This is an optimization exercise on Yosys and OpenROAD, whose aim is small area, not a production implementation.
The RTL of this run was laid out without a check of its function.

`flow/config.mk`:
```
export PLATFORM = sky130hd
export DESIGN_NAME = processing_fsm
export DESIGN_NICKNAME = processing_fsm
export VERILOG_FILES = /design/flow/design.v
export SDC_FILE = /design/flow/constraint.sdc
export NUM_CORES = 4
export LEC_CHECK = 0
export CAP_MARGIN = 20
export CORE_MARGIN = 2
export CORE_UTILIZATION = 40
export SLEW_MARGIN = 20
```
`flow/constraint.sdc`:
```
create_clock -name core_clock -period 7.0 [get_ports {clock}]
set_input_delay 1.4000 -clock core_clock [delete_from_list [all_inputs] [get_ports {clock}]]
set_output_delay 1.4000 -clock core_clock [all_outputs]
set_load 0.01 [all_outputs]
```
`flow/design.v`:
```
module processing_fsm(clock, reset, start_signal, size, done,
                            buf_0_write_en, buf_1_write_en, error_buf_write_en,
                            buf_0_w_data, buf_1_w_data, error_mem_w_data,
                            buf_0_r_data, buf_1_r_data, error_mem_r_data,
                            buf_0_addr, buf_1_addr, error_mem_addr, buf_sel);
    input clock;
    input reset;
    input start_signal;
    input size;
    output reg done;
    output buf_0_write_en;
    output buf_1_write_en;
    output error_buf_write_en;
    output reg [7:0] buf_0_w_data;
    output reg [7:0] buf_1_w_data;
    output [15:0] error_mem_w_data;
    input  [7:0] buf_0_r_data;
    input  [7:0] buf_1_r_data;
    input  [15:0] error_mem_r_data;
    output reg [15:0] buf_0_addr;
    output reg [15:0] buf_1_addr;
    output [15:0] error_mem_addr;
    output reg buf_sel;
    assign error_buf_write_en = 1'b0;
    assign error_mem_w_data = 16'b0;
    localparam [4:0]
        WAIT  = 5'd0,
        LMID  = 5'd1,
        LBTM1 = 5'd2,    
        LBTM  = 5'd3,    
        CHECK = 5'd4,
        DONE  = 5'd5,
        NW    = 5'd13,
        N     = 5'd14,
        NE    = 5'd15,
        W     = 5'd16,
        E     = 5'd17,
        SW    = 5'd18,
        S     = 5'd19,
        SE    = 5'd20,
        MW1   = 5'd21,
        MW2   = 5'd22,
        MW3   = 5'd23,
        SUM   = 5'd24,
        WR    = 5'd25;
    reg [4:0] state;
    reg [5:0] pixel_count;
    reg [3:0] packet_count;
    reg [7:0] line_count;
    reg       size_r;          
    reg [7:0] ema;             
    assign error_mem_addr = {8'b0, ema};
    reg wr;                    
    assign buf_0_write_en = wr & ~buf_sel;
    assign buf_1_write_en = wr & buf_sel;
    reg [15:0] eb0, eb1, eb2;
    reg [1:0]  ptr;
    reg [2:0]  fp;             
    reg [10:0] acc;
    wire st_addr = (state >= NW) && (state <= SE);
    wire st_data = state[4] && !state[3];       
    wire [2:0] di = state[2:0];                 
    wire [2:0] ai = state - NW;                 
    wire [5:0] pm_live = size ? 6'd31 : 6'd15;
    wire [3:0] km_live = size ? 4'd7  : 4'd15;
    wire [5:0] pm_r    = size_r ? 6'd31 : 6'd15;
    wire [3:0] km_r    = size_r ? 4'd7  : 4'd15;
    wire pix0     = (pixel_count == 6'd0);
    wire at_top   = (line_count == 8'd0);
    wire at_bot   = (line_count == 8'd239);
    wire at_left  = pix0 && (packet_count == 4'd0);
    wire at_right = (pixel_count == pm_r) && (packet_count == km_r);
    wire off_w    = pix0;
    wire off_e    = !pix0 && (pixel_count == pm_r);
    wire use_top = (ai <= 3'd2);
    wire [1:0] role = (state == CHECK) ? 2'd1 : (use_top ? 2'd0 : 2'd2);
    wire [2:0] rsum = {1'b0, ptr} + {1'b0, role};
    wire [1:0] phys = (rsum >= 3'd3) ? rsum[1:0] + 2'd1 : rsum[1:0];
    wire [15:0] word = (phys == 2'd0) ? eb0 : (phys == 2'd1) ? eb1 : eb2;
    wire dec_w = (state == NW) || (state == NE) || (state == SW);
    wire inc_e = (state == SE);
    wire [4:0] pidx = {1'b0, packet_count} - (dec_w & off_w) + (inc_e & off_e);
    wire ebit = !pidx[4] && word[4'd15 - pidx[3:0]];
    wire err_cur = ebit && !((state != CHECK) && use_top && at_top);
    wire err_mid = ebit;
    wire ew   = (state == W) || (state == E);
    wire f    = buf_sel ^ (ew | err_cur);
    wire [1:0] dxs = (ai == 3'd0 || ai == 3'd3 || ai == 3'd5) ? 2'b11 :
                     (ai == 3'd2 || ai == 3'd4 || ai == 3'd7) ? 2'b01 : 2'b00;
    wire [1:0] dys = (ai <= 3'd2) ? 2'b11 : (ai >= 3'd5) ? 2'b01 : 2'b00;
    wire [9:0] lpos = {4'b0, pixel_count} +
                      (size_r ? {1'b0, packet_count, 5'b0} : {2'b0, packet_count, 4'b0});
    wire [10:0] t   = {1'b0, lpos} + {{9{dxs[1]}}, dxs};
    wire [7:0] hi   = line_count + {{5{t[10]}}, t[10:8]} + {{6{dys[1]}}, dys};
    wire [15:0] nbr = {hi, t[7:0]};
    wire [7:0] pix = fp[2] ? buf_1_r_data : buf_0_r_data;
    reg [1:0] wt;
    always @(*) begin
        if (at_top && at_left)       case (di) 4: wt = 3; 6: wt = 3; 7: wt = 2; default: wt = 0; endcase
        else if (at_top && at_right) case (di) 3: wt = 3; 5: wt = 2; 6: wt = 3; default: wt = 0; endcase
        else if (at_top)             case (di) 3: wt = 2; 4: wt = 2; 5: wt = 1; 6: wt = 2; 7: wt = 1; default: wt = 0; endcase
        else if (at_bot && at_left)  case (di) 1: wt = 3; 2: wt = 2; 4: wt = 3; default: wt = 0; endcase
        else if (at_bot && at_right) case (di) 0: wt = 2; 1: wt = 3; 3: wt = 3; default: wt = 0; endcase
        else if (at_left)            case (di) 1: wt = 2; 2: wt = 1; 4: wt = 2; 6: wt = 2; 7: wt = 1; default: wt = 0; endcase
        else if (at_right)           case (di) 0: wt = 1; 1: wt = 2; 3: wt = 2; 5: wt = 1; 6: wt = 2; default: wt = 0; endcase
        else if (at_bot)             case (di) 0: wt = 1; 1: wt = 2; 2: wt = 1; 3: wt = 2; 4: wt = 2; default: wt = 0; endcase
        else                         wt = 1;
        if (!st_data) wt = 0;
    end
    wire [10:0] acc_in = (state == W) ? 11'd0 : acc;
    always @(posedge clock) begin
        acc <= acc_in + (wt[1] ? {2'b0, pix, 1'b0} : 11'd0) + (wt[0] ? {3'b0, pix} : 11'd0);
        fp  <= {fp[1:0], f};
    end
    wire pix_last  = (pixel_count == pm_live);
    wire pkt_last  = (packet_count == km_live);
    wire line_last = (line_count == 8'd239);
    wire [7:0] line_inc = line_count + 8'd1;
    always @(posedge clock) begin
        case (state)
            WAIT, DONE: begin
                pixel_count <= 0;
                packet_count <= 0;
                line_count <= 0;
            end
            CHECK: begin
                size_r <= size;
                if (!err_mid) begin
                    pixel_count <= 0;
                    if (pkt_last) begin
                        packet_count <= 0;
                        line_count <= line_last ? 8'd0 : line_inc;
                    end else
                        packet_count <= packet_count + 4'd1;
                end
            end
            WR: begin
                if (pix_last) begin
                    pixel_count <= 0;
                    if (pkt_last) begin
                        packet_count <= 0;
                        line_count <= line_last ? 8'd0 : line_inc;
                    end else
                        packet_count <= packet_count + 4'd1;
                end else
                    pixel_count <= pixel_count + 6'd1;
            end
            default: ;
        endcase
    end
    always @(posedge clock) begin
        if (state == WAIT) begin
            ptr <= 2'd0;
            eb1 <= error_mem_r_data;
        end else if (state == CHECK) begin
            case (ptr)
                2'd0: eb2 <= error_mem_r_data;
                2'd1: eb0 <= error_mem_r_data;
                default: eb1 <= error_mem_r_data;
            endcase
        end else if (state == LBTM) begin
            ptr <= (ptr == 2'd2) ? 2'd0 : ptr + 2'd1;
        end
    end
    wire end_pkt = (state == CHECK) ? !err_mid : pix_last;
    always @(posedge clock, negedge reset) begin
        if (!reset) begin
            state <= WAIT;
            done <= 1'b0;
            buf_sel <= 1'b0;
            wr <= 1'b0;
            buf_0_w_data <= 8'd0;
            buf_1_w_data <= 8'd0;
            buf_0_addr <= 16'd0;
            buf_1_addr <= 16'd0;
            ema <= 8'd0;
        end else begin
            done <= (state == DONE);
            wr <= (state == WR);
            if (state == DONE) buf_sel <= ~buf_sel;
            if (state == WR) begin
                if (buf_sel) buf_1_w_data <= acc[10:3];
                else         buf_0_w_data <= acc[10:3];
            end
            if (st_addr) begin
                if (f) begin
                    buf_1_addr <= nbr;
                    if (state == E) buf_0_addr <= buf_1_addr;
                end else
                    buf_0_addr <= nbr;
            end
            case (state)
                WAIT:  ema <= {7'b0, start_signal};
                LMID:  ema <= 8'd1;
                CHECK: ema <= line_inc;
                default: ;
            endcase
            case (state)
                WAIT:  state <= start_signal ? LMID : WAIT;
                LMID:  state <= LBTM1;
                LBTM1, LBTM: state <= CHECK;
                DONE:  state <= WAIT;
                CHECK, WR: begin
                    if (state == CHECK && err_mid) state <= NW;
                    else if (state == WR && !pix_last) state <= CHECK;
                    else if (!pkt_last) state <= CHECK;
                    else if (line_last) state <= DONE;
                    else state <= LBTM;
                end
                default: state <= state + 5'd1;
            endcase
        end
    end
endmodule
```
`flow/run.sh`:
```
#!/bin/bash
# synth_recipe.tcl (not shown) runs the flow's synth.tcl, then flattens the netlist and writes it again
# the make line also repeats each setting of config.mk as NAME=value (left out here)
make -C /OpenROAD-flow-scripts/flow DESIGN_CONFIG=/design/flow/config.mk WORK_HOME=/design/flow/orfs CLKGATE_MAP_FILE= SYNTH_SCRIPT=/design/flow/synth_recipe.tcl finish
```
==> flow_metrics.py <==
metrics = {
    "clocking": {
        "cts_made_buffers": 17,
        "cts_max_level": 4,
        "post_cts_buffers": 0,
        "cts-hold-fix-buffers": 0,
        "cts.sinks": 147,
        "cts_root_buf": "clkbuf_16",
        "path_clk_slew_ns": 0.06,
        "cts_tree": "done",
        "clk_latency_ns": 0.43,
        "ctsResizeCount": 0,
        "clk_path_buf_depth": 2,
    },
    "sta": {
        "finClkSkew_ns": 0.0117,
        "tightest_slew_ns": 0.910,
        "relSlewSlack_pct": 39.3,
        "setup_viol": 0,
        "period_minus_slack_ns": 6.40,
        "grt_setup_unrepaired": "false",
        "hold_viol": 0,
        "maxClockFrequency_mhz": 156,
        "fin_hold_ws_ns": 0.330,
        "slew_viol_final": 0,
        "period_share_pct": 91.4,
        "fin_setup_tns_ns": 0,
        "setup_slack_ns": 0.605,
    },
    "route": {
        "drtIter0Drc": 359,
        "num_vias": 6105,
        "ant_nets": 0,
        "drt-pass1-iter-count": 5,
        "wirelength_um": 19600,
        "viasPerCell": 5.04,
        "drc": 0,
        "routedWlPerCell_um": 16.2,
    },
    "logic_synthesis": {
        "synthDominantCellAreaShare_pct": 22.5,
        "ys_types": 70,
        "seq_area_frac_synth_pct": 43.9,
        "synthCells": 813,
        "netlist_area_um2": 8960,
        "synth_commonest_cells": "inv_1 (77), edfxtp_1 (67), dfrtp_1 (64)",
        "yosys_register_bits": 147,
        "yosysTopAreaCell": "edfxtp_1",
        "synth_area_per_cell_um2": 11.0,
        "yosys-top-cells-area": "edfxtp_1 (22%), dfrtp_1 (18%), ha_1 (8.1%)",
        "yosysWarnings": 1,
        "postSynth.asyncResetShare_pct": 43.5,
        "yosysMostFrequentCell": "inv_1",
        "synth_flop_cell": "edfxtp_1",
        "synth_edf_count": 67,
    },
    "grt": {
        "grt_overflow": 0,
        "grt_max_degree": 65,
        "first_global_vias": 6041,
        "grt_first_pass_wirelength_um": 31900,
        "antenna_found_initial": 1,
        "grt_usage_pct": 17.0,
    },
    "floorplan": {
        "start_util_pct": 40.9,
        "die_w_um": 154,
        "io_pins": 121,
        "coreArea_um2": 21900,
        "die_h_um": 154,
        "rows": 54,
        "dieArea_um2": 23600,
    },
    "critical_path": {
        "crit_path_end_kind": "flop",
        "path_buf_inv": 4,
        "cp_max_fo": 13,
        "path_common_cell": "a21oi_1",
        "start_kind": "flop",
        "cp.arrival_ns": 6.72,
        "cp_slowest_cell": "xnor2_1",
        "cp_slowest_stage_delay_ns": 0.57,
        "worst-setup-path-type": "reg -> reg",
        "required_ns": 7.32,
        "path_delay_family": "compound AO/OA/AOI/OAI gates",
    },
    "cells_and_area": {
        "regArea_um2": 3930,
        "num_antenna_cells": 0,
        "drive_gt1_share_pct": 12.6,
        "fill_cells": 2009,
        "multi_input_area_um2": 4530,
        "nets": 1033,
        "area_delta_synth_final_pct": 20.7,
    },
    "placement": {
        "dp_hpwl_um": 14700,
        "io_buffers": 95,
        "pre_cts_slack_ns": 0.616,
        "place_congestion": 0.811,
    },
    "hold_path": {
        "hp-class": "reg -> reg",
    },
    "status": {
        "status": "complete, no violations",
    },
    "job": {
        "max_cap_violations": 0,
    },
}
## stage by stage
step,cells,utilization [%],instance area [um2]
after global routing,1211,49.4,10800
final,1211,49.4,10800
after floorplan,837,-,9050
after detailed placement,1179,46.5,10200
after CTS,1211,49.4,10800
after global placement,1179,46.5,10200
## routing by layer
layer | share of wire [%] | global-route usage (%)
met5 | 0 | 0
met3 | 4.3 | 4.06
met4 | 0.75 | 3.76
met1 | 47 | 23.1
met2 | 48 | 27.8
## worst paths after layout
kind / endpoint / depth (start not counted) / slack (ns) / startpoint
worst max-delay path: buf_0_addr[15]$_DFFE_PN0P_ / 28 / 0.60 / state[0]$_DFF_PN0_
worst min-delay path: fp[1]$_DFF_P_ / 0 / 0.33 / fp[0]$_DFF_P_
worst max register to register: buf_0_addr[15]$_DFFE_PN0P_ / 28 / 0.60 / state[0]$_DFF_PN0_
worst min register to register: fp[1]$_DFF_P_ / 0 / 0.33 / fp[0]$_DFF_P_
max in group asynchronous: buf_0_w_data[7]$_DFFE_PN0P_ / 2 / 5.27 / reset
min in group asynchronous: buf_0_addr[3]$_DFFE_PN0P_ / 2 / 1.16 / reset
## kinds of logic (layout without fill, tap and decap cells)
family	count (synthesis)	in the layout	synth area share, %
adder cells (fa/ha/maj)	79	79	12.8
AO/OA/AOI/OAI	142	142	11.5
buffers and inverters	127	221	6.65
XOR/XNOR	49	49	4.79
AND/OR/NAND/NOR	204	204	11.8
other	1	25	0.0419
multiplexers	64	64	8.56
flip-flops	147	147	43.9
## sequential cells by signal (all words and copies together) (netlist names), 2 cells and up
signal and cells:
buf_0_addr 16, buf_1_addr 16, eb0 16, eb1 16
eb2 16, acc 11, buf_0_w_data 8, buf_1_w_data 8
ema 8, line_count 8, pixel_count 6, state 5
packet_count 4, fp 3, ptr 2
## layout by cell type (no fill, tap or decap), types with 17 or more instances in the layout
cell,n
clkdlybuf4s50_1,94
ha_1,58
clkbuf_16,21
nand2_1,48
and2_1,17
a21oi_1,38
mux2_2,32
xnor2_1,33
inv_1,77
dfrtp_1,64
o21ai_0,21
fa_1,21
nor2_1,46
buf_4,17
edfxtp_1,67
mux2i_1,20
nor3_1,19
conb_1,25
## area by class of cell
class,instances,share of cell area (%)
Clock buffer,23,4.93
Clock inverter,9,1.01
Inverter,77,2.67
Multi-Input combinational cell,563,41.8
Sequential cell,147,36.4
Tap cell,280,3.24
Timing Repair Buffer,112,9.93

port drivers added, routing unchanged:
The results above use ideal ports. As a check the final layout listed here was re-extracted and re-timed, cells and wires unchanged. Step 1 assumes that a clkbuf_16 drives the clock port and a buf_2 every other input. Step 2 adds t to the input delays and takes it off the output delays; t is the mean of the earliest and latest rising clock arrival at the registers after step 1. Input paths then give back, and output paths get back, about the clock's delay inside the block. a / b / c = ideal / step 1 / step 2; a / b = the first two.
t, ns: 0.471
slack for setup (ns): 0.605 / 0.605 / 0.605
worst slew at a driven data input, ns: 0.07
After both steps setup and hold are still met in this run. For this run, drivers alone change the setup slack by 0.000 ns; drivers and shift together by 0.000 ns.
